From an optimization exercise on the open Yosys and OpenROAD flow, aimed at small area, a short achievable clock period and few clock cycles; shortcuts taken in it are not production practice. The RTL was checked by simulation tests, not by an equivalence proof against the original design. Power figures rest on the tool's default switching activity, not on a simulated workload.

File: flow/config.mk
export PLATFORM = sky130hd
export DESIGN_NAME = multiplier
export DESIGN_NICKNAME = multiplier
export VERILOG_FILES = /design/flow/design.v
export SDC_FILE = /design/flow/constraint.sdc
export NUM_CORES = 4
export LEC_CHECK = 0
export CAP_MARGIN = 20
export CORE_MARGIN = 2
export CORE_UTILIZATION = 50
export SETUP_SLACK_MARGIN = 3.3
export SLEW_MARGIN = 20
export SYNTH_HIERARCHICAL = 1
File: flow/constraint.sdc
create_clock -name core_clock -period 6.0 [get_ports {clk}]
set_input_delay 1.2000 -clock core_clock [delete_from_list [all_inputs] [get_ports {clk}]]
set_output_delay 1.2000 -clock core_clock [all_outputs]
set_load 0.01 [all_outputs]
File: flow/design.v
module multiplier ( input  wire clk, start, is_signed,
                    input  wire [31:0] a, b,
                    output wire [63:0] s,
                    output reg  done
                   );
  reg  [32:0] ar;             
  wire [32:0] ar_d;
  reg  [33:0] sr, cr;         
  reg  [31:0] l;              
  reg         ci;             
  reg  [7:0] plx, ply;      
  reg  [3:0] e1, e2, en;     
  reg         corr;           
  reg  [2:0] st;
  reg         cl;             
  reg         f0;             
  reg  [31:0] hr;             
  wire fin = (st == 3'd4);
  wire sq1 = sr[0] & ~f0;
  wire cq2 = cr[0] & ~f0;
  wire sq3 = sr[1] & ~f0;
  wire cq4 = cr[1] & ~f0;
  wire sq5 = sr[2] & ~f0;
  wire cq6 = cr[2] & ~f0;
  wire sq7 = sr[3] & ~f0;
  wire cq8 = cr[3] & ~f0;
  wire sq9 = sr[4] & ~f0;
  wire cq10 = cr[4] & ~f0;
  wire sq11 = sr[5] & ~f0;
  wire cq12 = cr[5] & ~f0;
  wire sq13 = sr[6] & ~f0;
  wire cq14 = cr[6] & ~f0;
  wire sq15 = sr[7] & ~f0;
  wire cq16 = cr[7] & ~f0;
  wire sq17 = sr[8] & ~f0;
  wire cq18 = cr[8] & ~f0;
  wire sq19 = sr[9] & ~f0;
  wire cq20 = cr[9] & ~f0;
  wire sq21 = sr[10] & ~f0;
  wire cq22 = cr[10] & ~f0;
  wire sq23 = sr[11] & ~f0;
  wire cq24 = cr[11] & ~f0;
  wire sq25 = sr[12] & ~f0;
  wire cq26 = cr[12] & ~f0;
  wire sq27 = sr[13] & ~f0;
  wire cq28 = cr[13] & ~f0;
  wire sq29 = sr[14] & ~f0;
  wire cq30 = cr[14] & ~f0;
  wire sq31 = sr[15] & ~f0;
  wire cq32 = cr[15] & ~f0;
  wire sq33 = sr[16] & ~f0;
  wire cq34 = cr[16] & ~f0;
  wire sq35 = sr[17] & ~f0;
  wire cq36 = cr[17] & ~f0;
  wire sq37 = sr[18] & ~f0;
  wire cq38 = cr[18] & ~f0;
  wire sq39 = sr[19] & ~f0;
  wire cq40 = cr[19] & ~f0;
  wire sq41 = sr[20] & ~f0;
  wire cq42 = cr[20] & ~f0;
  wire sq43 = sr[21] & ~f0;
  wire cq44 = cr[21] & ~f0;
  wire sq45 = sr[22] & ~f0;
  wire cq46 = cr[22] & ~f0;
  wire sq47 = sr[23] & ~f0;
  wire cq48 = cr[23] & ~f0;
  wire sq49 = sr[24] & ~f0;
  wire cq50 = cr[24] & ~f0;
  wire sq51 = sr[25] & ~f0;
  wire cq52 = cr[25] & ~f0;
  wire sq53 = sr[26] & ~f0;
  wire cq54 = cr[26] & ~f0;
  wire sq55 = sr[27] & ~f0;
  wire cq56 = cr[27] & ~f0;
  wire sq57 = sr[28] & ~f0;
  wire cq58 = cr[28] & ~f0;
  wire sq59 = sr[29] & ~f0;
  wire cq60 = cr[29] & ~f0;
  wire sq61 = sr[30] & ~f0;
  wire cq62 = cr[30] & ~f0;
  wire sq63 = sr[31] & ~f0;
  wire cq64 = cr[31] & ~f0;
  wire sq65 = sr[32] & ~f0;
  wire cq66 = cr[32] & ~f0;
  wire sq67 = sr[33] & ~f0;
  wire cq68 = cr[33] & ~f0;
  wire pp69 = (e1[0] & ar[0]) ^ en[0];
  wire pp70;
  PP u71 (e1[0], e2[0], en[0], ar[1], ar[0], pp70);
  wire pp72;
  PP u73 (e1[0], e2[0], en[0], ar[2], ar[1], pp72);
  wire pp74;
  PP u75 (e1[0], e2[0], en[0], ar[3], ar[2], pp74);
  wire pp76;
  PP u77 (e1[0], e2[0], en[0], ar[4], ar[3], pp76);
  wire pp78;
  PP u79 (e1[0], e2[0], en[0], ar[5], ar[4], pp78);
  wire pp80;
  PP u81 (e1[0], e2[0], en[0], ar[6], ar[5], pp80);
  wire pp82;
  PP u83 (e1[0], e2[0], en[0], ar[7], ar[6], pp82);
  wire pp84;
  PP u85 (e1[0], e2[0], en[0], ar[8], ar[7], pp84);
  wire pp86;
  PP u87 (e1[0], e2[0], en[0], ar[9], ar[8], pp86);
  wire pp88;
  PP u89 (e1[0], e2[0], en[0], ar[10], ar[9], pp88);
  wire pp90;
  PP u91 (e1[0], e2[0], en[0], ar[11], ar[10], pp90);
  wire pp92;
  PP u93 (e1[0], e2[0], en[0], ar[12], ar[11], pp92);
  wire pp94;
  PP u95 (e1[0], e2[0], en[0], ar[13], ar[12], pp94);
  wire pp96;
  PP u97 (e1[0], e2[0], en[0], ar[14], ar[13], pp96);
  wire pp98;
  PP u99 (e1[0], e2[0], en[0], ar[15], ar[14], pp98);
  wire pp100;
  PP u101 (e1[0], e2[0], en[0], ar[16], ar[15], pp100);
  wire pp102;
  PP u103 (e1[0], e2[0], en[0], ar[17], ar[16], pp102);
  wire pp104;
  PP u105 (e1[0], e2[0], en[0], ar[18], ar[17], pp104);
  wire pp106;
  PP u107 (e1[0], e2[0], en[0], ar[19], ar[18], pp106);
  wire pp108;
  PP u109 (e1[0], e2[0], en[0], ar[20], ar[19], pp108);
  wire pp110;
  PP u111 (e1[0], e2[0], en[0], ar[21], ar[20], pp110);
  wire pp112;
  PP u113 (e1[0], e2[0], en[0], ar[22], ar[21], pp112);
  wire pp114;
  PP u115 (e1[0], e2[0], en[0], ar[23], ar[22], pp114);
  wire pp116;
  PP u117 (e1[0], e2[0], en[0], ar[24], ar[23], pp116);
  wire pp118;
  PP u119 (e1[0], e2[0], en[0], ar[25], ar[24], pp118);
  wire pp120;
  PP u121 (e1[0], e2[0], en[0], ar[26], ar[25], pp120);
  wire pp122;
  PP u123 (e1[0], e2[0], en[0], ar[27], ar[26], pp122);
  wire pp124;
  PP u125 (e1[0], e2[0], en[0], ar[28], ar[27], pp124);
  wire pp126;
  PP u127 (e1[0], e2[0], en[0], ar[29], ar[28], pp126);
  wire pp128;
  PP u129 (e1[0], e2[0], en[0], ar[30], ar[29], pp128);
  wire pp130;
  PP u131 (e1[0], e2[0], en[0], ar[31], ar[30], pp130);
  wire pp132;
  PP u133 (e1[0], e2[0], en[0], ar[32], ar[31], pp132);
  wire sg134 = ~(((e1[0] | e2[0]) & ar[32]) ^ en[0]);
  wire pp135 = (e1[1] & ar[0]) ^ en[1];
  wire pp136;
  PP u137 (e1[1], e2[1], en[1], ar[1], ar[0], pp136);
  wire pp138;
  PP u139 (e1[1], e2[1], en[1], ar[2], ar[1], pp138);
  wire pp140;
  PP u141 (e1[1], e2[1], en[1], ar[3], ar[2], pp140);
  wire pp142;
  PP u143 (e1[1], e2[1], en[1], ar[4], ar[3], pp142);
  wire pp144;
  PP u145 (e1[1], e2[1], en[1], ar[5], ar[4], pp144);
  wire pp146;
  PP u147 (e1[1], e2[1], en[1], ar[6], ar[5], pp146);
  wire pp148;
  PP u149 (e1[1], e2[1], en[1], ar[7], ar[6], pp148);
  wire pp150;
  PP u151 (e1[1], e2[1], en[1], ar[8], ar[7], pp150);
  wire pp152;
  PP u153 (e1[1], e2[1], en[1], ar[9], ar[8], pp152);
  wire pp154;
  PP u155 (e1[1], e2[1], en[1], ar[10], ar[9], pp154);
  wire pp156;
  PP u157 (e1[1], e2[1], en[1], ar[11], ar[10], pp156);
  wire pp158;
  PP u159 (e1[1], e2[1], en[1], ar[12], ar[11], pp158);
  wire pp160;
  PP u161 (e1[1], e2[1], en[1], ar[13], ar[12], pp160);
  wire pp162;
  PP u163 (e1[1], e2[1], en[1], ar[14], ar[13], pp162);
  wire pp164;
  PP u165 (e1[1], e2[1], en[1], ar[15], ar[14], pp164);
  wire pp166;
  PP u167 (e1[1], e2[1], en[1], ar[16], ar[15], pp166);
  wire pp168;
  PP u169 (e1[1], e2[1], en[1], ar[17], ar[16], pp168);
  wire pp170;
  PP u171 (e1[1], e2[1], en[1], ar[18], ar[17], pp170);
  wire pp172;
  PP u173 (e1[1], e2[1], en[1], ar[19], ar[18], pp172);
  wire pp174;
  PP u175 (e1[1], e2[1], en[1], ar[20], ar[19], pp174);
  wire pp176;
  PP u177 (e1[1], e2[1], en[1], ar[21], ar[20], pp176);
  wire pp178;
  PP u179 (e1[1], e2[1], en[1], ar[22], ar[21], pp178);
  wire pp180;
  PP u181 (e1[1], e2[1], en[1], ar[23], ar[22], pp180);
  wire pp182;
  PP u183 (e1[1], e2[1], en[1], ar[24], ar[23], pp182);
  wire pp184;
  PP u185 (e1[1], e2[1], en[1], ar[25], ar[24], pp184);
  wire pp186;
  PP u187 (e1[1], e2[1], en[1], ar[26], ar[25], pp186);
  wire pp188;
  PP u189 (e1[1], e2[1], en[1], ar[27], ar[26], pp188);
  wire pp190;
  PP u191 (e1[1], e2[1], en[1], ar[28], ar[27], pp190);
  wire pp192;
  PP u193 (e1[1], e2[1], en[1], ar[29], ar[28], pp192);
  wire pp194;
  PP u195 (e1[1], e2[1], en[1], ar[30], ar[29], pp194);
  wire pp196;
  PP u197 (e1[1], e2[1], en[1], ar[31], ar[30], pp196);
  wire pp198;
  PP u199 (e1[1], e2[1], en[1], ar[32], ar[31], pp198);
  wire sg200 = ~(((e1[1] | e2[1]) & ar[32]) ^ en[1]);
  wire pp201 = (e1[2] & ar[0]) ^ en[2];
  wire pp202;
  PP u203 (e1[2], e2[2], en[2], ar[1], ar[0], pp202);
  wire pp204;
  PP u205 (e1[2], e2[2], en[2], ar[2], ar[1], pp204);
  wire pp206;
  PP u207 (e1[2], e2[2], en[2], ar[3], ar[2], pp206);
  wire pp208;
  PP u209 (e1[2], e2[2], en[2], ar[4], ar[3], pp208);
  wire pp210;
  PP u211 (e1[2], e2[2], en[2], ar[5], ar[4], pp210);
  wire pp212;
  PP u213 (e1[2], e2[2], en[2], ar[6], ar[5], pp212);
  wire pp214;
  PP u215 (e1[2], e2[2], en[2], ar[7], ar[6], pp214);
  wire pp216;
  PP u217 (e1[2], e2[2], en[2], ar[8], ar[7], pp216);
  wire pp218;
  PP u219 (e1[2], e2[2], en[2], ar[9], ar[8], pp218);
  wire pp220;
  PP u221 (e1[2], e2[2], en[2], ar[10], ar[9], pp220);
  wire pp222;
  PP u223 (e1[2], e2[2], en[2], ar[11], ar[10], pp222);
  wire pp224;
  PP u225 (e1[2], e2[2], en[2], ar[12], ar[11], pp224);
  wire pp226;
  PP u227 (e1[2], e2[2], en[2], ar[13], ar[12], pp226);
  wire pp228;
  PP u229 (e1[2], e2[2], en[2], ar[14], ar[13], pp228);
  wire pp230;
  PP u231 (e1[2], e2[2], en[2], ar[15], ar[14], pp230);
  wire pp232;
  PP u233 (e1[2], e2[2], en[2], ar[16], ar[15], pp232);
  wire pp234;
  PP u235 (e1[2], e2[2], en[2], ar[17], ar[16], pp234);
  wire pp236;
  PP u237 (e1[2], e2[2], en[2], ar[18], ar[17], pp236);
  wire pp238;
  PP u239 (e1[2], e2[2], en[2], ar[19], ar[18], pp238);
  wire pp240;
  PP u241 (e1[2], e2[2], en[2], ar[20], ar[19], pp240);
  wire pp242;
  PP u243 (e1[2], e2[2], en[2], ar[21], ar[20], pp242);
  wire pp244;
  PP u245 (e1[2], e2[2], en[2], ar[22], ar[21], pp244);
  wire pp246;
  PP u247 (e1[2], e2[2], en[2], ar[23], ar[22], pp246);
  wire pp248;
  PP u249 (e1[2], e2[2], en[2], ar[24], ar[23], pp248);
  wire pp250;
  PP u251 (e1[2], e2[2], en[2], ar[25], ar[24], pp250);
  wire pp252;
  PP u253 (e1[2], e2[2], en[2], ar[26], ar[25], pp252);
  wire pp254;
  PP u255 (e1[2], e2[2], en[2], ar[27], ar[26], pp254);
  wire pp256;
  PP u257 (e1[2], e2[2], en[2], ar[28], ar[27], pp256);
  wire pp258;
  PP u259 (e1[2], e2[2], en[2], ar[29], ar[28], pp258);
  wire pp260;
  PP u261 (e1[2], e2[2], en[2], ar[30], ar[29], pp260);
  wire pp262;
  PP u263 (e1[2], e2[2], en[2], ar[31], ar[30], pp262);
  wire pp264;
  PP u265 (e1[2], e2[2], en[2], ar[32], ar[31], pp264);
  wire sg266 = ~(((e1[2] | e2[2]) & ar[32]) ^ en[2]);
  wire pp267 = (e1[3] & ar[0]) ^ en[3];
  wire pp268;
  PP u269 (e1[3], e2[3], en[3], ar[1], ar[0], pp268);
  wire pp270;
  PP u271 (e1[3], e2[3], en[3], ar[2], ar[1], pp270);
  wire pp272;
  PP u273 (e1[3], e2[3], en[3], ar[3], ar[2], pp272);
  wire pp274;
  PP u275 (e1[3], e2[3], en[3], ar[4], ar[3], pp274);
  wire pp276;
  PP u277 (e1[3], e2[3], en[3], ar[5], ar[4], pp276);
  wire pp278;
  PP u279 (e1[3], e2[3], en[3], ar[6], ar[5], pp278);
  wire pp280;
  PP u281 (e1[3], e2[3], en[3], ar[7], ar[6], pp280);
  wire pp282;
  PP u283 (e1[3], e2[3], en[3], ar[8], ar[7], pp282);
  wire pp284;
  PP u285 (e1[3], e2[3], en[3], ar[9], ar[8], pp284);
  wire pp286;
  PP u287 (e1[3], e2[3], en[3], ar[10], ar[9], pp286);
  wire pp288;
  PP u289 (e1[3], e2[3], en[3], ar[11], ar[10], pp288);
  wire pp290;
  PP u291 (e1[3], e2[3], en[3], ar[12], ar[11], pp290);
  wire pp292;
  PP u293 (e1[3], e2[3], en[3], ar[13], ar[12], pp292);
  wire pp294;
  PP u295 (e1[3], e2[3], en[3], ar[14], ar[13], pp294);
  wire pp296;
  PP u297 (e1[3], e2[3], en[3], ar[15], ar[14], pp296);
  wire pp298;
  PP u299 (e1[3], e2[3], en[3], ar[16], ar[15], pp298);
  wire pp300;
  PP u301 (e1[3], e2[3], en[3], ar[17], ar[16], pp300);
  wire pp302;
  PP u303 (e1[3], e2[3], en[3], ar[18], ar[17], pp302);
  wire pp304;
  PP u305 (e1[3], e2[3], en[3], ar[19], ar[18], pp304);
  wire pp306;
  PP u307 (e1[3], e2[3], en[3], ar[20], ar[19], pp306);
  wire pp308;
  PP u309 (e1[3], e2[3], en[3], ar[21], ar[20], pp308);
  wire pp310;
  PP u311 (e1[3], e2[3], en[3], ar[22], ar[21], pp310);
  wire pp312;
  PP u313 (e1[3], e2[3], en[3], ar[23], ar[22], pp312);
  wire pp314;
  PP u315 (e1[3], e2[3], en[3], ar[24], ar[23], pp314);
  wire pp316;
  PP u317 (e1[3], e2[3], en[3], ar[25], ar[24], pp316);
  wire pp318;
  PP u319 (e1[3], e2[3], en[3], ar[26], ar[25], pp318);
  wire pp320;
  PP u321 (e1[3], e2[3], en[3], ar[27], ar[26], pp320);
  wire pp322;
  PP u323 (e1[3], e2[3], en[3], ar[28], ar[27], pp322);
  wire pp324;
  PP u325 (e1[3], e2[3], en[3], ar[29], ar[28], pp324);
  wire pp326;
  PP u327 (e1[3], e2[3], en[3], ar[30], ar[29], pp326);
  wire pp328;
  PP u329 (e1[3], e2[3], en[3], ar[31], ar[30], pp328);
  wire pp330;
  PP u331 (e1[3], e2[3], en[3], ar[32], ar[31], pp330);
  wire sg332 = ~(((e1[3] | e2[3]) & ar[32]) ^ en[3]);
  wire pc333 = cl & ar[0];
  wire pc334 = cl & ar[1];
  wire pc335 = cl & ar[2];
  wire pc336 = cl & ar[3];
  wire pc337 = cl & ar[4];
  wire pc338 = cl & ar[5];
  wire pc339 = cl & ar[6];
  wire pc340 = cl & ar[7];
  wire pc341 = cl & ar[8];
  wire pc342 = cl & ar[9];
  wire pc343 = cl & ar[10];
  wire pc344 = cl & ar[11];
  wire pc345 = cl & ar[12];
  wire pc346 = cl & ar[13];
  wire pc347 = cl & ar[14];
  wire pc348 = cl & ar[15];
  wire pc349 = cl & ar[16];
  wire pc350 = cl & ar[17];
  wire pc351 = cl & ar[18];
  wire pc352 = cl & ar[19];
  wire pc353 = cl & ar[20];
  wire pc354 = cl & ar[21];
  wire pc355 = cl & ar[22];
  wire pc356 = cl & ar[23];
  wire pc357 = cl & ar[24];
  wire pc358 = cl & ar[25];
  wire pc359 = cl & ar[26];
  wire pc360 = cl & ar[27];
  wire pc361 = cl & ar[28];
  wire pc362 = cl & ar[29];
  wire pc363 = cl & ar[30];
  wire pc364 = cl & ar[31];
  wire cf365 = ~pp198;
  wire cf366 = ~pp264;
  wire cf367 = ~pp330;
  wire _w1, _w2;
  FX u368 (en[0], cq2, sq1, _w1, _w2);
  wire _w3, _w4;
  FX u369 (cq4, sq3, pp70, _w3, _w4);
  wire _w5, _w6;
  FX u370 (en[1], cq6, sq5, _w5, _w6);
  wire _w7, _w8;
  FX u371 (pp135, pp72, _w5, _w7, _w8);
  wire _w9, _w10;
  FX u372 (cq8, sq7, pp136, _w9, _w10);
  wire _w11, _w12;
  FX u373 (pp74, _w6, _w9, _w11, _w12);
  wire _w13, _w14;
  FX u374 (en[2], cq10, sq9, _w13, _w14);
  wire _w15, _w16;
  FX u375 (pp138, pp201, pp76, _w15, _w16);
  wire _w17, _w18;
  FX u376 (_w13, _w10, _w15, _w17, _w18);
  wire _w19, _w20;
  FX u377 (cq12, sq11, pp140, _w19, _w20);
  wire _w21, _w22;
  FX u378 (pp202, pp78, _w14, _w21, _w22);
  wire _w23, _w24;
  FX u379 (_w19, _w16, _w21, _w23, _w24);
  wire _w25, _w26;
  FX u380 (en[3], cq14, sq13, _w25, _w26);
  wire _w27, _w28;
  FX u381 (pp142, pp204, pp267, _w27, _w28);
  wire _w29, _w30;
  FX u382 (pp80, _w25, _w20, _w29, _w30);
  wire _w31, _w32;
  FX u383 (_w27, _w22, _w29, _w31, _w32);
  wire _w33, _w34;
  FX u384 (cq16, sq15, pp144, _w33, _w34);
  wire _w35, _w36;
  FX u385 (pp206, pp268, pp82, _w35, _w36);
  wire _w37, _w38;
  FX u386 (_w26, _w33, _w28, _w37, _w38);
  wire _w39, _w40;
  FX u387 (_w35, _w30, _w37, _w39, _w40);
  wire _w41, _w42;
  FX u388 (cq18, sq17, pp146, _w41, _w42);
  wire _w43, _w44;
  FX u389 (pp208, pp270, pp84, _w43, _w44);
  wire _w45, _w46;
  FX u390 (pc333, _w41, _w34, _w45, _w46);
  wire _w47, _w48;
  FX u391 (_w36, _w43, _w38, _w47, _w48);
  wire _w49, _w50;
  HX u392 (_w45, _w47, _w49, _w50);
  wire _w51, _w52;
  FX u393 (cq20, sq19, pp148, _w51, _w52);
  wire _w53, _w54;
  FX u394 (pp210, pp272, pp86, _w53, _w54);
  wire _w55, _w56;
  FX u395 (pc334, _w51, _w42, _w55, _w56);
  wire _w57, _w58;
  FX u396 (_w44, _w53, _w46, _w57, _w58);
  wire _w59, _w60;
  FX u397 (_w55, _w57, _w48, _w59, _w60);
  wire _w61, _w62;
  FX u398 (cq22, sq21, pp150, _w61, _w62);
  wire _w63, _w64;
  FX u399 (pp212, pp274, pp88, _w63, _w64);
  wire _w65, _w66;
  FX u400 (pc335, _w61, _w52, _w65, _w66);
  wire _w67, _w68;
  FX u401 (_w54, _w63, _w56, _w67, _w68);
  wire _w69, _w70;
  FX u402 (_w65, _w67, _w58, _w69, _w70);
  wire _w71, _w72;
  FX u403 (cq24, sq23, pp152, _w71, _w72);
  wire _w73, _w74;
  FX u404 (pp214, pp276, pp90, _w73, _w74);
  wire _w75, _w76;
  FX u405 (pc336, _w71, _w62, _w75, _w76);
  wire _w77, _w78;
  FX u406 (_w64, _w73, _w66, _w77, _w78);
  wire _w79, _w80;
  FX u407 (_w75, _w77, _w68, _w79, _w80);
  wire _w81, _w82;
  FX u408 (cq26, sq25, pp154, _w81, _w82);
  wire _w83, _w84;
  FX u409 (pp216, pp278, pp92, _w83, _w84);
  wire _w85, _w86;
  FX u410 (pc337, _w81, _w72, _w85, _w86);
  wire _w87, _w88;
  FX u411 (_w74, _w83, _w76, _w87, _w88);
  wire _w89, _w90;
  FX u412 (_w85, _w87, _w78, _w89, _w90);
  wire _w91, _w92;
  FX u413 (cq28, sq27, pp156, _w91, _w92);
  wire _w93, _w94;
  FX u414 (pp218, pp280, pp94, _w93, _w94);
  wire _w95, _w96;
  FX u415 (pc338, _w91, _w82, _w95, _w96);
  wire _w97, _w98;
  FX u416 (_w84, _w93, _w86, _w97, _w98);
  wire _w99, _w100;
  FX u417 (_w95, _w97, _w88, _w99, _w100);
  wire _w101, _w102;
  FX u418 (cq30, sq29, pp158, _w101, _w102);
  wire _w103, _w104;
  FX u419 (pp220, pp282, pp96, _w103, _w104);
  wire _w105, _w106;
  FX u420 (pc339, _w101, _w92, _w105, _w106);
  wire _w107, _w108;
  FX u421 (_w94, _w103, _w96, _w107, _w108);
  wire _w109, _w110;
  FX u422 (_w105, _w107, _w98, _w109, _w110);
  wire _w111, _w112;
  FX u423 (cq32, sq31, pp160, _w111, _w112);
  wire _w113, _w114;
  FX u424 (pp222, pp284, pp98, _w113, _w114);
  wire _w115, _w116;
  FX u425 (pc340, _w111, _w102, _w115, _w116);
  wire _w117, _w118;
  FX u426 (_w104, _w113, _w106, _w117, _w118);
  wire _w119, _w120;
  FX u427 (_w115, _w117, _w108, _w119, _w120);
  wire _w121, _w122;
  FX u428 (cq34, sq33, pp100, _w121, _w122);
  wire _w123, _w124;
  FX u429 (pp162, pp224, pp286, _w123, _w124);
  wire _w125, _w126;
  FX u430 (pc341, _w121, _w112, _w125, _w126);
  wire _w127, _w128;
  FX u431 (_w114, _w123, _w116, _w127, _w128);
  wire _w129, _w130;
  FX u432 (_w125, _w127, _w118, _w129, _w130);
  wire _w131, _w132;
  FX u433 (cq36, sq35, pp102, _w131, _w132);
  wire _w133, _w134;
  FX u434 (pp164, pp226, pp288, _w133, _w134);
  wire _w135, _w136;
  FX u435 (pc342, _w131, _w122, _w135, _w136);
  wire _w137, _w138;
  FX u436 (_w124, _w133, _w126, _w137, _w138);
  wire _w139, _w140;
  FX u437 (_w135, _w137, _w128, _w139, _w140);
  wire _w141, _w142;
  FX u438 (cq38, sq37, pp104, _w141, _w142);
  wire _w143, _w144;
  FX u439 (pp166, pp228, pp290, _w143, _w144);
  wire _w145, _w146;
  FX u440 (pc343, _w141, _w132, _w145, _w146);
  wire _w147, _w148;
  FX u441 (_w134, _w143, _w136, _w147, _w148);
  wire _w149, _w150;
  FX u442 (_w145, _w147, _w138, _w149, _w150);
  wire _w151, _w152;
  FX u443 (cq40, sq39, pp106, _w151, _w152);
  wire _w153, _w154;
  FX u444 (pp168, pp230, pp292, _w153, _w154);
  wire _w155, _w156;
  FX u445 (pc344, _w151, _w142, _w155, _w156);
  wire _w157, _w158;
  FX u446 (_w144, _w153, _w146, _w157, _w158);
  wire _w159, _w160;
  FX u447 (_w155, _w157, _w148, _w159, _w160);
  wire _w161, _w162;
  FX u448 (cq42, sq41, pp108, _w161, _w162);
  wire _w163, _w164;
  FX u449 (pp170, pp232, pp294, _w163, _w164);
  wire _w165, _w166;
  FX u450 (pc345, _w161, _w152, _w165, _w166);
  wire _w167, _w168;
  FX u451 (_w154, _w163, _w156, _w167, _w168);
  wire _w169, _w170;
  FX u452 (_w165, _w167, _w158, _w169, _w170);
  wire _w171, _w172;
  FX u453 (cq44, sq43, pp110, _w171, _w172);
  wire _w173, _w174;
  FX u454 (pp172, pp234, pp296, _w173, _w174);
  wire _w175, _w176;
  FX u455 (pc346, _w171, _w162, _w175, _w176);
  wire _w177, _w178;
  FX u456 (_w164, _w173, _w166, _w177, _w178);
  wire _w179, _w180;
  FX u457 (_w175, _w177, _w168, _w179, _w180);
  wire _w181, _w182;
  FX u458 (cq46, sq45, pp112, _w181, _w182);
  wire _w183, _w184;
  FX u459 (pp174, pp236, pp298, _w183, _w184);
  wire _w185, _w186;
  FX u460 (pc347, _w181, _w172, _w185, _w186);
  wire _w187, _w188;
  FX u461 (_w174, _w183, _w176, _w187, _w188);
  wire _w189, _w190;
  FX u462 (_w185, _w187, _w178, _w189, _w190);
  wire _w191, _w192;
  FX u463 (cq48, sq47, pp114, _w191, _w192);
  wire _w193, _w194;
  FX u464 (pp176, pp238, pp300, _w193, _w194);
  wire _w195, _w196;
  FX u465 (pc348, _w191, _w182, _w195, _w196);
  wire _w197, _w198;
  FX u466 (_w184, _w193, _w186, _w197, _w198);
  wire _w199, _w200;
  FX u467 (_w195, _w197, _w188, _w199, _w200);
  wire _w201, _w202;
  FX u468 (cq50, sq49, pp116, _w201, _w202);
  wire _w203, _w204;
  FX u469 (pp178, pp240, pp302, _w203, _w204);
  wire _w205, _w206;
  FX u470 (pc349, _w201, _w192, _w205, _w206);
  wire _w207, _w208;
  FX u471 (_w194, _w203, _w196, _w207, _w208);
  wire _w209, _w210;
  FX u472 (_w205, _w207, _w198, _w209, _w210);
  wire _w211, _w212;
  FX u473 (cq52, sq51, pp118, _w211, _w212);
  wire _w213, _w214;
  FX u474 (pp180, pp242, pp304, _w213, _w214);
  wire _w215, _w216;
  FX u475 (pc350, _w211, _w202, _w215, _w216);
  wire _w217, _w218;
  FX u476 (_w204, _w213, _w206, _w217, _w218);
  wire _w219, _w220;
  FX u477 (_w215, _w217, _w208, _w219, _w220);
  wire _w221, _w222;
  FX u478 (cq54, sq53, pp120, _w221, _w222);
  wire _w223, _w224;
  FX u479 (pp182, pp244, pp306, _w223, _w224);
  wire _w225, _w226;
  FX u480 (pc351, _w221, _w212, _w225, _w226);
  wire _w227, _w228;
  FX u481 (_w214, _w223, _w216, _w227, _w228);
  wire _w229, _w230;
  FX u482 (_w225, _w227, _w218, _w229, _w230);
  wire _w231, _w232;
  FX u483 (cq56, sq55, pp122, _w231, _w232);
  wire _w233, _w234;
  FX u484 (pp184, pp246, pp308, _w233, _w234);
  wire _w235, _w236;
  FX u485 (pc352, _w231, _w222, _w235, _w236);
  wire _w237, _w238;
  FX u486 (_w224, _w233, _w226, _w237, _w238);
  wire _w239, _w240;
  FX u487 (_w235, _w237, _w228, _w239, _w240);
  wire _w241, _w242;
  FX u488 (cq58, sq57, pp124, _w241, _w242);
  wire _w243, _w244;
  FX u489 (pp186, pp248, pp310, _w243, _w244);
  wire _w245, _w246;
  FX u490 (pc353, _w241, _w232, _w245, _w246);
  wire _w247, _w248;
  FX u491 (_w234, _w243, _w236, _w247, _w248);
  wire _w249, _w250;
  FX u492 (_w245, _w247, _w238, _w249, _w250);
  wire _w251, _w252;
  FX u493 (cq60, sq59, pp126, _w251, _w252);
  wire _w253, _w254;
  FX u494 (pp188, pp250, pp312, _w253, _w254);
  wire _w255, _w256;
  FX u495 (pc354, _w251, _w242, _w255, _w256);
  wire _w257, _w258;
  FX u496 (_w244, _w253, _w246, _w257, _w258);
  wire _w259, _w260;
  FX u497 (_w255, _w257, _w248, _w259, _w260);
  wire _w261, _w262;
  FX u498 (cq62, sq61, pp128, _w261, _w262);
  wire _w263, _w264;
  FX u499 (pp190, pp252, pp314, _w263, _w264);
  wire _w265, _w266;
  FX u500 (pc355, _w261, _w252, _w265, _w266);
  wire _w267, _w268;
  FX u501 (_w254, _w263, _w256, _w267, _w268);
  wire _w269, _w270;
  FX u502 (_w265, _w267, _w258, _w269, _w270);
  wire _w271, _w272;
  FX u503 (cq64, sq63, pp130, _w271, _w272);
  wire _w273, _w274;
  FX u504 (pp192, pp254, pp316, _w273, _w274);
  wire _w275, _w276;
  FX u505 (pc356, _w271, _w262, _w275, _w276);
  wire _w277, _w278;
  FX u506 (_w264, _w273, _w266, _w277, _w278);
  wire _w279, _w280;
  FX u507 (_w275, _w277, _w268, _w279, _w280);
  wire _w281, _w282;
  FX u508 (cq66, sq65, pp132, _w281, _w282);
  wire _w283, _w284;
  FX u509 (pp194, pp256, pp318, _w283, _w284);
  wire _w285, _w286;
  FX u510 (pc357, _w281, _w272, _w285, _w286);
  wire _w287, _w288;
  FX u511 (_w274, _w283, _w276, _w287, _w288);
  wire _w289, _w290;
  FX u512 (_w285, _w287, _w278, _w289, _w290);
  wire _w291, _w292;
  FX u513 (f0, cq68, sq67, _w291, _w292);
  wire _w293, _w294;
  FX u514 (pp196, pp258, pp320, _w293, _w294);
  wire _w295, _w296;
  FX u515 (sg134, pc358, _w291, _w295, _w296);
  wire _w297, _w298;
  FX u516 (_w282, _w284, _w293, _w297, _w298);
  wire _w299, _w300;
  FX u517 (_w295, _w286, _w297, _w299, _w300);
  wire _w301, _w302;
  HX u518 (_w288, _w299, _w301, _w302);
  wire _w303, _w304;
  FX u519 (cf365, pp260, pp322, _w303, _w304);
  wire _w305, _w306;
  FX u520 (pc359, _w292, _w294, _w305, _w306);
  wire _w307, _w308;
  FX u521 (_w303, _w296, _w305, _w307, _w308);
  wire _w309, _w310;
  FX u522 (_w298, _w307, _w300, _w309, _w310);
  wire _w311, _w312;
  FX u523 (pp198, pp262, pp324, _w311, _w312);
  wire _w313, _w314;
  FX u524 (sg200, pc360, _w304, _w313, _w314);
  wire _w315, _w316;
  FX u525 (_w311, _w313, _w306, _w315, _w316);
  wire _w317, _w318;
  HX u526 (_w315, _w308, _w317, _w318);
  wire _w319, _w320;
  FX u527 (cf366, pp326, pc361, _w319, _w320);
  wire _w321, _w322;
  FX u528 (_w312, _w319, _w314, _w321, _w322);
  wire _w323, _w324;
  HX u529 (_w321, _w316, _w323, _w324);
  wire _w325, _w326;
  FX u530 (pp264, pp328, sg266, _w325, _w326);
  wire _w327, _w328;
  FX u531 (pc362, _w320, _w325, _w327, _w328);
  wire _w329, _w330;
  HX u532 (_w327, _w322, _w329, _w330);
  wire _w331, _w332;
  FX u533 (cf367, pc363, _w326, _w331, _w332);
  wire _w333, _w334;
  HX u534 (_w331, _w328, _w333, _w334);
  wire _w335, _w336;
  FX u535 (pp330, sg332, pc364, _w335, _w336);
  wire _w337, _w338;
  HX u536 (_w335, _w332, _w337, _w338);
  wire _w339, _w340;
  HX u537 (1'b1, _w336, _w339, _w340);
  wire [41:0] tx = {_w340, _w338, _w334, _w330, _w324, _w318, _w310, _w302, _w290, _w280, _w270, _w260, _w250, _w240, _w230, _w220, _w210, _w200, _w190, _w180, _w170, _w160, _w150, _w140, _w130, _w120, _w110, _w100, _w90, _w80, _w70, _w60, _w50, _w40, _w32, _w24, _w18, _w12, _w8, _w4, _w2, pp69};
  wire [41:0] ty = {1'b0, _w339, _w337, _w333, _w329, _w323, _w317, _w309, _w301, _w289, _w279, _w269, _w259, _w249, _w239, _w229, _w219, _w209, _w199, _w189, _w179, _w169, _w159, _w149, _w139, _w129, _w119, _w109, _w99, _w89, _w79, _w69, _w59, _w49, _w39, _w31, _w23, _w17, _w11, _w7, _w3, _w1};
  wire [8:0] lo = f0 ? 9'd0 : plx + ply + ci;
  wire g538, g539;
  PGN u540 (fx[0], fy[0], g538, g539);
  wire g541, g542;
  PGN u543 (fx[1], fy[1], g541, g542);
  wire g544, g545;
  PGN u546 (fx[2], fy[2], g544, g545);
  wire g547, g548;
  PGN u549 (fx[3], fy[3], g547, g548);
  wire g550, g551;
  PGN u552 (fx[4], fy[4], g550, g551);
  wire g553, g554;
  PGN u555 (fx[5], fy[5], g553, g554);
  wire g556, g557;
  PGN u558 (fx[6], fy[6], g556, g557);
  wire g559, g560;
  PGN u561 (fx[7], fy[7], g559, g560);
  wire g562, g563;
  PGN u564 (fx[8], fy[8], g562, g563);
  wire g565, g566;
  PGN u567 (fx[9], fy[9], g565, g566);
  wire g568, g569;
  PGN u570 (fx[10], fy[10], g568, g569);
  wire g571, g572;
  PGN u573 (fx[11], fy[11], g571, g572);
  wire g574, g575;
  PGN u576 (fx[12], fy[12], g574, g575);
  wire g577, g578;
  PGN u579 (fx[13], fy[13], g577, g578);
  wire g580, g581;
  PGN u582 (fx[14], fy[14], g580, g581);
  wire g583, g584;
  PGN u585 (fx[15], fy[15], g583, g584);
  wire g586, g587;
  PGN u588 (fx[16], fy[16], g586, g587);
  wire g589, g590;
  PGN u591 (fx[17], fy[17], g589, g590);
  wire g592, g593;
  PGN u594 (fx[18], fy[18], g592, g593);
  wire g595, g596;
  PGN u597 (fx[19], fy[19], g595, g596);
  wire g598, g599;
  PGN u600 (fx[20], fy[20], g598, g599);
  wire g601, g602;
  PGN u603 (fx[21], fy[21], g601, g602);
  wire g604, g605;
  PGN u606 (fx[22], fy[22], g604, g605);
  wire g607, g608;
  PGN u609 (fx[23], fy[23], g607, g608);
  wire g610, g611;
  PGN u612 (fx[24], fy[24], g610, g611);
  wire g613, g614;
  PGN u615 (fx[25], fy[25], g613, g614);
  wire g616, g617;
  PGN u618 (fx[26], fy[26], g616, g617);
  wire g619, g620;
  PGN u621 (fx[27], fy[27], g619, g620);
  wire g622, g623;
  PGN u624 (fx[28], fy[28], g622, g623);
  wire g625, g626;
  PGN u627 (fx[29], fy[29], g625, g626);
  wire g628, g629;
  PGN u630 (fx[30], fy[30], g628, g629);
  wire g631, g632;
  PGN u633 (fx[31], fy[31], g631, g632);
  wire g634, g635;
  PGN u636 (fx[32], fy[32], g634, g635);
  wire g637, g638;
  PGN u639 (fx[33], fy[33], g637, g638);
  wire g640, g641;
  PGN u642 (fx[34], fy[34], g640, g641);
  wire g643, g644;
  PGN u645 (fx[35], fy[35], g643, g644);
  wire g646, g647;
  PGN u648 (fx[36], fy[36], g646, g647);
  wire g649, g650;
  PGN u651 (fx[37], fy[37], g649, g650);
  wire g652, g653;
  PGN u654 (fx[38], fy[38], g652, g653);
  wire g655, g656;
  PGN u657 (fx[39], fy[39], g655, g656);
  wire n658 = ~ci;
  wire k659;
  NODEI u660 (g539, g538, n658, k659);
  wire k661, k662;
  NODEIP u663 (g545, g544, g542, g541, k661, k662);
  wire k664, k665;
  NODEIP u666 (g551, g550, g548, g547, k664, k665);
  wire k667, k668;
  NODEIP u669 (g557, g556, g554, g553, k667, k668);
  wire k670, k671;
  NODEIP u672 (g563, g562, g560, g559, k670, k671);
  wire k673, k674;
  NODEIP u675 (g569, g568, g566, g565, k673, k674);
  wire k676, k677;
  NODEIP u678 (g575, g574, g572, g571, k676, k677);
  wire k679, k680;
  NODEIP u681 (g581, g580, g578, g577, k679, k680);
  wire k682, k683;
  NODEIP u684 (g587, g586, g584, g583, k682, k683);
  wire k685, k686;
  NODEIP u687 (g593, g592, g590, g589, k685, k686);
  wire k688, k689;
  NODEIP u690 (g599, g598, g596, g595, k688, k689);
  wire k691, k692;
  NODEIP u693 (g605, g604, g602, g601, k691, k692);
  wire k694, k695;
  NODEIP u696 (g611, g610, g608, g607, k694, k695);
  wire k697, k698;
  NODEIP u699 (g617, g616, g614, g613, k697, k698);
  wire k700, k701;
  NODEIP u702 (g623, g622, g620, g619, k700, k701);
  wire k703, k704;
  NODEIP u705 (g629, g628, g626, g625, k703, k704);
  wire k706, k707;
  NODEIP u708 (g635, g634, g632, g631, k706, k707);
  wire k709, k710;
  NODEIP u711 (g641, g640, g638, g637, k709, k710);
  wire k712, k713;
  NODEIP u714 (g647, g646, g644, g643, k712, k713);
  wire k715, k716;
  NODEIP u717 (g653, g652, g650, g649, k715, k716);
  wire n718 = ~k659;
  wire k719;
  NODEI u720 (g542, g541, n718, k719);
  wire k721;
  NODE u722 (k661, k662, k659, k721);
  wire n723 = ~k664;
  wire n724 = ~k665;
  wire k725, k726;
  NODEIP u727 (g554, g553, n723, n724, k725, k726);
  wire k728, k729;
  NODEP u730 (k667, k668, k664, k665, k728, k729);
  wire n731 = ~k670;
  wire n732 = ~k671;
  wire k733, k734;
  NODEIP u735 (g566, g565, n731, n732, k733, k734);
  wire k736, k737;
  NODEP u738 (k673, k674, k670, k671, k736, k737);
  wire n739 = ~k676;
  wire n740 = ~k677;
  wire k741, k742;
  NODEIP u743 (g578, g577, n739, n740, k741, k742);
  wire k744, k745;
  NODEP u746 (k679, k680, k676, k677, k744, k745);
  wire n747 = ~k682;
  wire n748 = ~k683;
  wire k749, k750;
  NODEIP u751 (g590, g589, n747, n748, k749, k750);
  wire k752, k753;
  NODEP u754 (k685, k686, k682, k683, k752, k753);
  wire n755 = ~k688;
  wire n756 = ~k689;
  wire k757, k758;
  NODEIP u759 (g602, g601, n755, n756, k757, k758);
  wire k760, k761;
  NODEP u762 (k691, k692, k688, k689, k760, k761);
  wire n763 = ~k694;
  wire n764 = ~k695;
  wire k765, k766;
  NODEIP u767 (g614, g613, n763, n764, k765, k766);
  wire k768, k769;
  NODEP u770 (k697, k698, k694, k695, k768, k769);
  wire n771 = ~k700;
  wire n772 = ~k701;
  wire k773, k774;
  NODEIP u775 (g626, g625, n771, n772, k773, k774);
  wire k776, k777;
  NODEP u778 (k703, k704, k700, k701, k776, k777);
  wire n779 = ~k706;
  wire n780 = ~k707;
  wire k781, k782;
  NODEIP u783 (g638, g637, n779, n780, k781, k782);
  wire k784, k785;
  NODEP u786 (k709, k710, k706, k707, k784, k785);
  wire n787 = ~k712;
  wire n788 = ~k713;
  wire k789, k790;
  NODEIP u791 (g650, g649, n787, n788, k789, k790);
  wire k792, k793;
  NODEP u794 (k715, k716, k712, k713, k792, k793);
  wire k795;
  NODEI u796 (g548, g547, k721, k795);
  wire n797 = ~k721;
  wire k798;
  NODE u799 (k664, k665, n797, k798);
  wire k800;
  NODE u801 (k725, k726, n797, k800);
  wire k802;
  NODEI u803 (k728, k729, k721, k802);
  wire k804, k805;
  NODEIP u806 (g572, g571, k736, k737, k804, k805);
  wire n807 = ~k736;
  wire n808 = ~k737;
  wire k809, k810;
  NODEP u811 (k676, k677, n807, n808, k809, k810);
  wire k812, k813;
  NODEP u814 (k741, k742, n807, n808, k812, k813);
  wire k815, k816;
  NODEIP u817 (k744, k745, k736, k737, k815, k816);
  wire k818, k819;
  NODEIP u820 (g596, g595, k752, k753, k818, k819);
  wire n821 = ~k752;
  wire n822 = ~k753;
  wire k823, k824;
  NODEP u825 (k688, k689, n821, n822, k823, k824);
  wire k826, k827;
  NODEP u828 (k757, k758, n821, n822, k826, k827);
  wire k829, k830;
  NODEIP u831 (k760, k761, k752, k753, k829, k830);
  wire k832, k833;
  NODEIP u834 (g620, g619, k768, k769, k832, k833);
  wire n835 = ~k768;
  wire n836 = ~k769;
  wire k837, k838;
  NODEP u839 (k700, k701, n835, n836, k837, k838);
  wire k840, k841;
  NODEP u842 (k773, k774, n835, n836, k840, k841);
  wire k843, k844;
  NODEIP u845 (k776, k777, k768, k769, k843, k844);
  wire k846, k847;
  NODEIP u848 (g644, g643, k784, k785, k846, k847);
  wire n849 = ~k784;
  wire n850 = ~k785;
  wire k851, k852;
  NODEP u853 (k712, k713, n849, n850, k851, k852);
  wire k854, k855;
  NODEP u856 (k789, k790, n849, n850, k854, k855);
  wire k857, k858;
  NODEIP u859 (k792, k793, k784, k785, k857, k858);
  wire n860 = ~k802;
  wire k861;
  NODEI u862 (g560, g559, n860, k861);
  wire k863;
  NODE u864 (k670, k671, k802, k863);
  wire k865;
  NODE u866 (k733, k734, k802, k865);
  wire k867;
  NODEI u868 (k736, k737, n860, k867);
  wire k869;
  NODE u870 (k804, k805, k802, k869);
  wire k871;
  NODEI u872 (k809, k810, n860, k871);
  wire k873;
  NODEI u874 (k812, k813, n860, k873);
  wire k875;
  NODE u876 (k815, k816, k802, k875);
  wire n877 = ~k829;
  wire n878 = ~k830;
  wire k879, k880;
  NODEIP u881 (g608, g607, n877, n878, k879, k880);
  wire k882, k883;
  NODEP u884 (k694, k695, k829, k830, k882, k883);
  wire k885, k886;
  NODEP u887 (k765, k766, k829, k830, k885, k886);
  wire k888, k889;
  NODEIP u890 (k768, k769, n877, n878, k888, k889);
  wire k891, k892;
  NODEP u893 (k832, k833, k829, k830, k891, k892);
  wire k894, k895;
  NODEIP u896 (k837, k838, n877, n878, k894, k895);
  wire k897, k898;
  NODEIP u899 (k840, k841, n877, n878, k897, k898);
  wire k900, k901;
  NODEP u902 (k843, k844, k829, k830, k900, k901);
  wire n903 = ~k857;
  wire n904 = ~k858;
  wire k905, k906;
  NODEIP u907 (g656, g655, n903, n904, k905, k906);
  wire k908;
  NODEI u909 (g584, g583, k875, k908);
  wire n910 = ~k875;
  wire k911;
  NODE u912 (k682, k683, n910, k911);
  wire k913;
  NODE u914 (k749, k750, n910, k913);
  wire k915;
  NODEI u916 (k752, k753, k875, k915);
  wire k917;
  NODE u918 (k818, k819, n910, k917);
  wire k919;
  NODEI u920 (k823, k824, k875, k919);
  wire k921;
  NODEI u922 (k826, k827, k875, k921);
  wire k923;
  NODE u924 (k829, k830, n910, k923);
  wire k925;
  NODE u926 (k879, k880, n910, k925);
  wire k927;
  NODEI u928 (k882, k883, k875, k927);
  wire k929;
  NODEI u930 (k885, k886, k875, k929);
  wire k931;
  NODE u932 (k888, k889, n910, k931);
  wire k933;
  NODEI u934 (k891, k892, k875, k933);
  wire k935;
  NODE u936 (k894, k895, n910, k935);
  wire k937;
  NODE u938 (k897, k898, n910, k937);
  wire k939;
  NODEI u940 (k900, k901, k875, k939);
  wire n941 = ~k939;
  wire k942;
  NODEI u943 (g632, g631, n941, k942);
  wire k944;
  NODE u945 (k706, k707, k939, k944);
  wire k946;
  NODE u947 (k781, k782, k939, k946);
  wire k948;
  NODEI u949 (k784, k785, n941, k948);
  wire k950;
  NODE u951 (k846, k847, k939, k950);
  wire k952;
  NODEI u953 (k851, k852, n941, k952);
  wire k954;
  NODEI u955 (k854, k855, n941, k954);
  wire k956;
  NODE u957 (k857, k858, k939, k956);
  wire k958;
  NODE u959 (k905, k906, k939, k958);
  wire r960 = ~(g538 ^ ci);
  wire r961 = ~(g541 ^ k659);
  wire r962 = ~(g544 ^ k719);
  wire r963 = g547 ^ k721;
  wire r964 = ~(g550 ^ k795);
  wire r965 = g553 ^ k798;
  wire r966 = g556 ^ k800;
  wire r967 = ~(g559 ^ k802);
  wire r968 = ~(g562 ^ k861);
  wire r969 = g565 ^ k863;
  wire r970 = g568 ^ k865;
  wire r971 = ~(g571 ^ k867);
  wire r972 = g574 ^ k869;
  wire r973 = ~(g577 ^ k871);
  wire r974 = ~(g580 ^ k873);
  wire r975 = g583 ^ k875;
  wire r976 = ~(g586 ^ k908);
  wire r977 = g589 ^ k911;
  wire r978 = g592 ^ k913;
  wire r979 = ~(g595 ^ k915);
  wire r980 = g598 ^ k917;
  wire r981 = ~(g601 ^ k919);
  wire r982 = ~(g604 ^ k921);
  wire r983 = g607 ^ k923;
  wire r984 = g610 ^ k925;
  wire r985 = ~(g613 ^ k927);
  wire r986 = ~(g616 ^ k929);
  wire r987 = g619 ^ k931;
  wire r988 = ~(g622 ^ k933);
  wire r989 = g625 ^ k935;
  wire r990 = g628 ^ k937;
  wire r991 = ~(g631 ^ k939);
  wire r992 = ~(g634 ^ k942);
  wire r993 = g637 ^ k944;
  wire r994 = g640 ^ k946;
  wire r995 = ~(g643 ^ k948);
  wire r996 = g646 ^ k950;
  wire r997 = ~(g649 ^ k952);
  wire r998 = ~(g652 ^ k954);
  wire r999 = g655 ^ k956;
  wire [39:0] fx = {sr[31:0], plx};
  wire [39:0] fy = {cr[31:0], ply};
  wire [39:0] fsum = {r999, r998, r997, r996, r995, r994, r993, r992, r991, r990, r989, r988, r987, r986, r985, r984, r983, r982, r981, r980, r979, r978, r977, r976, r975, r974, r973, r972, r971, r970, r969, r968, r967, r966, r965, r964, r963, r962, r961, r960};
  wire [8:0] bw = {b[7:0], 1'b0};
  wire [8:0] lw = l[15:7];
  wire [3:0] b1, b2, bn, l1, l2, ln;
  genvar g;
  generate
    for (g = 0; g < 4; g = g + 1) begin : enc
      ENC eb (bw[2*g+2], bw[2*g+1], bw[2*g], b1[g], b2[g], bn[g]);
      ENC el (lw[2*g+2], lw[2*g+1], lw[2*g], l1[g], l2[g], ln[g]);
    end
  endgenerate
  assign s = {hr, l};
  always @(posedge clk) begin
    sr  <= tx[41:8];
    cr  <= ty[41:8];
    plx <= tx[7:0];
    ply <= ty[7:0];
    ci  <= lo[8];
    f0  <= start;
  end
  always @(posedge clk)
    if (fin && !done)
      hr <= fsum[39:8];
  always @(posedge clk)
    if (start) begin
      l    <= b;
      corr <= b[31] & ~is_signed;
      cl   <= 1'b0;
      st   <= 3'd0;
      done <= 1'b0;
    end else if (!done) begin
      st <= st + 3'd1;
      cl <= corr & (st == 3'd2);
      if (fin) begin
        l    <= {fsum[7:0], l[31:8]};
        done <= 1'b1;
      end else begin
        l   <= {lo[7:0], l[31:8]};
      end
    end
  wire [32:0] a_in = {is_signed & a[31], a};
  generate
    for (g = 0; g < 33; g = g + 1) begin : hold_a
      MX ma (start, a_in[g], ar[g], ar_d[g]);
    end
  endgenerate
  always @(posedge clk) ar <= ar_d;
  always @(posedge clk)
    if (start) begin
      e1 <= b1;
      e2 <= b2;
      en <= bn;
    end else begin
      e1 <= l1;
      e2 <= l2;
      en <= ln;
    end
endmodule
module ENC (input wire b2, b1, b0, output wire one, two, neg);
  assign one = b1 ^ b0;
  assign two = (b2 & ~b1 & ~b0) | (~b2 & b1 & b0);
  assign neg = b2 & ~(b1 & b0);
endmodule
module MX (input wire s, a, b, output wire y);
  assign y = s ? a : b;
endmodule
module PP (input wire one, two, neg, x, y, output wire p);
  assign p = ((one & x) | (two & y)) ^ neg;
endmodule
module FA (input wire x, y, z, output wire s, c);
  assign s = x ^ y ^ z;
  assign c = (x & y) | (x & z) | (y & z);
endmodule
module FX (input wire x, y, z, output wire s, c);
  wire t;
  X2 x1 (x, y, t);
  X2 x2 (t, z, s);
  MAJ m (x, y, z, c);
endmodule
module X2 (input wire x, y, output wire s);
  assign s = x ^ y;
endmodule
module MAJ (input wire x, y, z, output wire c);
  assign c = (x & y) | (x & z) | (y & z);
endmodule
module HA (input wire x, y, output wire s, c);
  assign s = x ^ y;
  assign c = x & y;
endmodule
module HX (input wire x, y, output wire s, c);
  X2 u1 (x, y, s);
  AN2 u2 (x, y, c);
endmodule
module AN2 (input wire x, y, output wire s);
  assign s = x & y;
endmodule
module PGN (input wire x, y, output wire pn, gn);
  XN2 p (x, y, pn);
  ND2 g (x, y, gn);
endmodule
module XN2 (input wire x, y, output wire s);
  assign s = ~(x ^ y);
endmodule
module ND2 (input wire x, y, output wire s);
  assign s = ~(x & y);
endmodule
module NODE (input wire gh, ph, gl, output wire gn);
  assign gn = ~(gh | (ph & gl));
endmodule
module NODEP (input wire gh, ph, gl, pl, output wire gn, pn);
  assign gn = ~(gh | (ph & gl));
  assign pn = ~(ph & pl);
endmodule
module NODEI (input wire ghn, phn, gln, output wire g);
  assign g = ~(ghn & (phn | gln));
endmodule
module NODEIP (input wire ghn, phn, gln, pln, output wire g, p);
  assign g = ~(ghn & (phn | gln));
  assign p = ~(phn | pln);
endmodule
File: flow/flow/run.sh
#!/bin/bash
# The standard layout, with faster port buffers (buf_2 instead of the
# default delay-cell buffer) so register-to-port paths are not limited by them.
set -euo pipefail
bash standard.sh "BUFFER_PORTS_ARGS=-buffer_cell sky130_fd_sc_hd__buf_2" finish > standard_flow.log 2>&1
File: flow/standard.sh
#!/bin/bash
# synth_recipe.tcl (not shown) runs the flow's synth.tcl, then flattens the netlist and writes it again
# the make line also repeats each setting of config.mk as NAME=value (left out here)
make -C /OpenROAD-flow-scripts/flow DESIGN_CONFIG=/design/flow/config.mk WORK_HOME=/design/flow/orfs CLKGATE_MAP_FILE= SYNTH_SCRIPT=/design/flow/synth_recipe.tcl "${@:-finish}"
==> results of run 1 <==
area by class of cell:
| class | count | area share [%] |
|---|---|---|
| clock buffers | 20 | 2.544 |
| clock inverters | 12 | 0.7481 |
| inverters | 40 | 0.7806 |
| multi-input cells | 1359 | 62.98 |
| flip-flops and latches | 200 | 24.53 |
| well taps | 448 | 2.914 |
| repair buffers | 160 | 5.504 |
report_power, final:
| part | switching, mW | internal [mW] | leakage (nW) | total, mW |
|---|---|---|---|---|
| Sequential | 0.511 | 2.12 | 1.78 | 2.63 |
| Combinational | 5.19 | 4.09 | 5.54 | 9.28 |
| Clock | 0.626 | 0.620 | 0.306 | 1.25 |
| Total | 6.33 | 6.84 | 7.62 | 13.2 |
state kept, by name, indices dropped and copies added, names as in the netlist:
register	count
ar	33
ci	1
cl	1
corr	1
cr	33
done	1
e1	4
e2	4
en	4
f0	1
hr	32
l	32
plx	8
ply	8
sr	34
st	3
cells in the final DEF (no fill, tap or decap), drive strengths merged, types with 2 or more instances in the layout:
cell / n
xnor2: 192
a22oi: 128
a211oi: 5
nand2b: 11
inv: 45
o22ai: 9
a2bb2oi: 2
nor3: 6
ha: 18
clkinv: 6
buf: 159
nand3b: 2
nor2: 53
nand2: 75
a21oi: 47
nor2b: 77
o22a: 2
fa: 2
maj3: 162
a31oi: 2
o21a: 2
conb: 7
dfxtp: 135
and2: 41
xor2: 360
a21o: 2
clkbuf: 21
o21ai: 76
edfxtp: 65
mux2: 71
critical path, cell delays in order, from the launching register on:
cell	delay (ps)
dfxtp_2	330
buf_6	340
a22oi_2	110
xnor2_1	190
maj3_2	350
maj3_2	350
xor2_1	260
xor2_1	210
xor2_1	290
worst max-delay path by stage:
| stage | startpoint | end | slack [ps] | cells after the start |
|---|---|---|---|---|
| floorplan | start | l[0] | 3300 | 4 |
| global placement | plx[0] | hr[30] | 2720 | 10 |
| detailed placement | plx[0] | hr[29] | 2610 | 10 |
| CTS | e2[1] | sr[27] | 3310 | 8 |
| global route | f0 | cr[26] | 3200 | 8 |
| finish | e2[0] | cr[21] | 3400 | 8 |
layer usage:
metal	wire length, um	part of all wire [%]	GRT usage [%]
met5	0	0	0
met3	1527	3.6	3.462
met4	899	2.1	7.299
met1	20270	47	33.21
met2	20190	47	40.47
stage by stage:
step | hold slack (ps) | util [%] | setup slack (ps) | area, um^2
finish | 570.9 | 57.65 | 3402 | 19230
global route | 599.1 | 57.65 | 3200 | 19230
CTS | 532.1 | 56.73 | 3310 | 18930
detailed placement | 511.9 | 54.49 | 2605 | 18180
global placement | 505.9 | 54.49 | 2715 | 18180
floorplan | 486.2 | - | 3300 | 16930
timing repair:
| action | 4_1_cts | 5_1_grt |
|---|---|---|
| setup buffers | 2 | 12 |
| gates resized for setup | 21 | 44 |
| endpoints found under the setup margin | 81 | 58 |
| gates cloned | 0 | 1 |
| pin swaps | 0 | 2 |
==> impl_metrics.yaml, run 1 <==
clock_tree:
  clock-sinks: 200
  hold_buffers: 0
  clkTransAtPathRegs_ps: 90
  worst_skew_pair.late_latency_ps: 470
  cts_root_buf: "clkbuf_16"
  htreeDepth: 4
  ctsLongestPathBuffers: 2
  cts_made_buffers: 17
  cts_tree: "done"
floorplanning:
  die_height_um: 187.8
  coreArea_mm2: 0.03336
  start_util_pct: 50.63
  die_area_mm2: 0.03527
  io-pin-count: 132
  num_rows: 67
  chipWidth_um: 187.8
yosys:
  yosys_warnings: 7
  netlist_area_mm2: 0.01689
  syn_avg_cell_area_um2: 10.48
  synth_cells: 1612
worst_setup_path:
  ff2ff_setup_slack_ps: 3400
  crit_fanout: 33
  r2r_start: "e2[0]"
  end_kind: "flip-flop"
  cp_data_required_time_ps: 6370
  cp.arrival_ps: 2960
  worst_r2r_path_depth: 8
  critPathKind: "reg -> reg"
  rr_endpoint: "cr[21]"
  critPathLaunchType: "flip-flop"
min_path:
  worstHoldStart: "st[1]"
  hold_end: "st[1]"
  hold_path.class: "reg -> reg"
  holdPathStages: 2
timing:
  setup_tns_ps: 0
  worst_pin_slew_ps: 675.5
  finalSetupViolCount: 0
  fin_crit_sh_pct: 43.30
  hold_viol_final: 0
  slew_headroom_pct: 54.97
  max_freq_mhz: 384.9
  drv_slew: 0
  fin_skew_ps: 14.92
  rsz0062_at_grt: "true"
  period_needed_ps: 2598
final_layout:
  final_nets: 1865
  regArea_mm2: 0.004717
  n_antenna_cell: 0
  finalNonFillerCells: 2239
  areaGrowthSynthToFinish_pct: 13.87
  final_layout_size_suffix_gt1_share_pct: 38.97
  n_fill_cell: 3006
  multi_input_area_mm2: 0.01211
global_route:
  grt_start_max_net_pins: 46
  grt_antenna_before_repair: 0
  grt-ovfl-total: 0
  first_global_vias: 12110
  grt_pass1_wl_um: 67250
  grt_usage_pct: 24.48
detailed_routing:
  antenna_left: 0
  via_per_inst: 5.379
  dr_total_vias: 12040
  drc_errors: 0
  firstDrtPassIters: 4
  drt_iter0_drc: 553
  routed_wl_um: 42900
  wl_per_cell_um: 19.16
power_and_ir_drop:
  vdd_drop_max_uv: 326.3
  p_leak_nw: 7.624
  total_power_mw: 13.16
  p_per_area_mw_per_mm2: 684.3
placed_design:
  hpwl_um: 29880
  portBuffers: 131
  post-place-cells: 2192
  place.gp.congestion: 0.8108
outcome:
  outcome: "complete, no violations"
run:
  maxCapViolations: 0
Testbench counts, summed over its fixed seeds: cycles 9,600.
==> inputs of run 2 (changes only) <==
--- a/flow/config.mk
+++ b/flow/config.mk
@@ -8,6 +8,6 @@
 export CAP_MARGIN = 20
 export CORE_MARGIN = 2
 export CORE_UTILIZATION = 50
-export SETUP_SLACK_MARGIN = 3.3
+export SETUP_SLACK_MARGIN = 3.0
 export SLEW_MARGIN = 20
 export SYNTH_HIERARCHICAL = 1
==> run 2 against run 1 <==
Effect of this change: synthesized cell count is the same; clock skew decreased by 4.4 ps; combinational power fell by 3.0%; critical endpoint is now cr[26]; largest cell class unchanged; largest power group unchanged.
==> impl_metrics.yaml, run 2 <==
power_and_ir_drop:
  vdd_drop_max_uv: 314.3
  p_sw_share_pct: 47.94
  switchingPower_mw: 6.164
  p_per_area_mw_per_mm2: 682.6
  power.share.sequential_pct: 20.6
  intPower_mw: 6.694
  p_leak_nw: 7.466
  combPwrFrac_pct: 70.0
  p_clk_share_pct: 9.4
global_route:
  grt_pass1_wl_um: 65410
  grt_start_max_net_pins: 54
  first_global_vias: 11870
  grt-ovfl-total: 0
  grt_antenna_before_repair: 1
  grt_usage_pct: 23.59
yosys:
  synth_cells: 1612
  yosys_warnings: 7
  syn_avg_cell_area_um2: 10.48
  netlist_area_mm2: 0.01689
placed_design:
  hpwl_um: 29460
  portBuffers: 131
  dpl_worst_slack_ps: 2630
  place.gp.congestion: 0.7937
  dpl_cell_area_mm2: 0.01819
outcome:
  outcome: "complete, no violations"
timing:
  worst_pin_slew_ps: 788.1
  fin_skew_ps: 10.48
  drv_slew: 0
  rsz0062_at_grt: "false"
  fin_crit_sh_pct: 46.54
  max_freq_mhz: 358.1
  worst_hold_slack_ps: 554.0
  setup_tns_ps: 0
  slew_headroom_pct: 47.46
  hold_viol_final: 0
  period_needed_ps: 2793
  layout_setup_ws_ps: 3207
  finalSetupViolCount: 0
worst_setup_path:
  worst_r2r_path_depth: 10
  crit_start: "e2[1]"
  end_kind: "flip-flop"
  path_cells: "buf_4 -> a22oi_2 -> xnor2_1 -> inv_1 -> xor2_1 -> xor2_1 -> xor2_1 -> xor2_1 -> xor2_1 -> xor2_1"
  r2r_start: "e2[1]"
  ff2ff_setup_slack_ps: 3210
  cp.arrival_ps: 3180
  critPathTopFamily: "XOR/XNOR gates"
  cp_common_cell: "xor2_1"
  worst-path-buf-inv: 2
  cp_slowest_cell: "buf_4"
  crit_fanout: 33
  cp_data_required_time_ps: 6390
  cp-endpoint: "cr[26]"
  worst-path-stages: 10
  cp_slowest_stage_delay_ps: 510
  rr_endpoint: "cr[26]"
  critPathLaunchType: "flip-flop"
  critPathKind: "reg -> reg"
clock_tree:
  ctsLongestPathBuffers: 2
  hold_buffers: 0
  cts_tree: "done"
  clock-sinks: 200
  clkTransAtPathRegs_ps: 80
  cts_made_buffers: 17
  worst_skew_pair.late_latency_ps: 460
  cts_setup_buffers: 0
  htreeDepth: 4
  cts_root_buf: "clkbuf_16"
final_layout:
  fin_util_pct: 56.46
  largest_reg_flops: 34
  largest_register: "sr"
  final_layout_size_suffix_gt1_share_pct: 36.52
  mostFrequentLayoutCells: "xor2_1 (360), xnor2_1 (192), maj3_2 (162), buf_2 (130), a22oi_2 (128)"
  largestRegisters: "sr x34, ar x33, cr x33"
  design_area_mm2: 0.01884
  areaGrowthSynthToFinish_pct: 11.53
  final_nets: 1851
  final_common_cell: "xor2_1"
  n_fill_cell: 3066
floorplanning:
  chipWidth_um: 187.8
  io-pin-count: 132
  die_height_um: 187.8
  coreArea_mm2: 0.03336
  start_util_pct: 50.63
  num_rows: 67
  die_area_mm2: 0.03527
detailed_routing:
  routed_wl_um: 40910
  drc_errors: 0
  wl_per_cell_um: 18.38
  drt_iter0_drc: 499
  antenna_left: 0
  dr_total_vias: 11960
  via_per_inst: 5.374
  firstDrtPassIters: 5
min_path:
  hold_path.class: "reg -> reg"
run:
  maxCapViolations: 0
[run 2: stage by stage]
step / std cells / power, mW
floorplan: 1617 / 9.849
global placement: 2193 / 11.56
detailed placement: 2193 / 11.63
CTS: 2225 / 12.94
global route: 2226 / 13.90
finish: 2226 / 12.86
[run 2: how the worst min path moves through the flow]
stage	cells after the start	end	slack, ps	startpoint
4_1_cts	2	st[0]	560	st[0]
6_report	2	cl	550	corr
2_1_floorplan	2	cl	490	corr
3_3_place_gp	2	st[0]	530	st[0]
5_1_grt	2	cl	580	corr
3_5_place_dp	2	st[0]	530	st[0]
[run 2: tightest hold or removal path, delay by kind of cell (launching register included)]
kind / cells / cell delay [ps]
AOI/OAI and AO/OA: 1 / 100
and+or+nand+nor: 1 / 90
DFF: 1 / 330
[run 2: area by class of cell]
| class | instances | area, um^2 | area share, % |
|---|---|---|---|
| diodes | 1 | 2.502 | 0.01328 |
| clock buffers | 20 | 489.2 | 2.597 |
| clock inverters | 12 | 126.4 | 0.6708 |
| inverters | 40 | 150.1 | 0.7970 |
| multi-input cells | 1359 | 12050 | 63.97 |
| flip-flops and latches | 200 | 4681 | 24.85 |
| well taps | 448 | 560.5 | 2.976 |
| repair buffers | 146 | 778.2 | 4.131 |
[run 2: metal layers]
metal  global-route usage (%)  routed length [um]  part of all wire [%]  up-vias
li1                         -                   -                     -     5896
met1                    31.50               19670                    48     5846
met2                    39.52               19280                    47      176
met3                    3.462                1167                   2.9       44
met4                    6.996                 789                   1.9        0
met5                        0                   0                     0        -
[run 2: timing repair]
action | in CTS | in global routing
endpoints found under the setup margin | 23 | 21
endpoints found under the hold margin | 0 | 0
resized for setup | 5 | 4
cloned | 0 | 0
[run 2: power by group through the flow]
| stage | Sequential [mW] | Clock [mW] | Combinational, mW |
|---|---|---|---|
| after floorplan | 2.69 | 0 | 7.16 |
| after detailed placement | 2.68 | 0 | 8.95 |
| after CTS | 2.66 | 1.23 | 9.05 |
| after global placement | 2.68 | 0 | 8.88 |
| after global routing | 2.72 | 1.28 | 9.90 |
| final | 2.65 | 1.21 | 9.00 |

## what the ideal ports hide
Ports are ideal in the flow. The routed layouts listed here were re-timed in OpenROAD. Step 1 assumes that a clkbuf_16 drives the clock port and a buf_2 every other input. Step 2, shift: input delay + t, output delay - t, t = (earliest + latest rising clock arrival at the registers) / 2. This alone moves slack from input paths to output paths. Slacks: ideal ports / drivers / drivers and shift; pairs: ideal ports / drivers.
run | shift t [ns] | slack for setup (ns) | clock arrival spread, ns | worst slew at a driven data input, ns | pins driven straight from the clock port
run 1 | 0.516 | 3.402 / 3.402 / 3.005 | 0.015 / 0.015 | 0.07 | 1
run 2 | 0.510 | 3.207 / 3.207 / 2.870 | 0.011 / 0.011 | 0.07 | 1
After both steps every run listed still meets setup and hold. For run 1, which loses most, drivers alone change the setup slack by 0.000 ns; drivers and shift together by -0.397 ns.
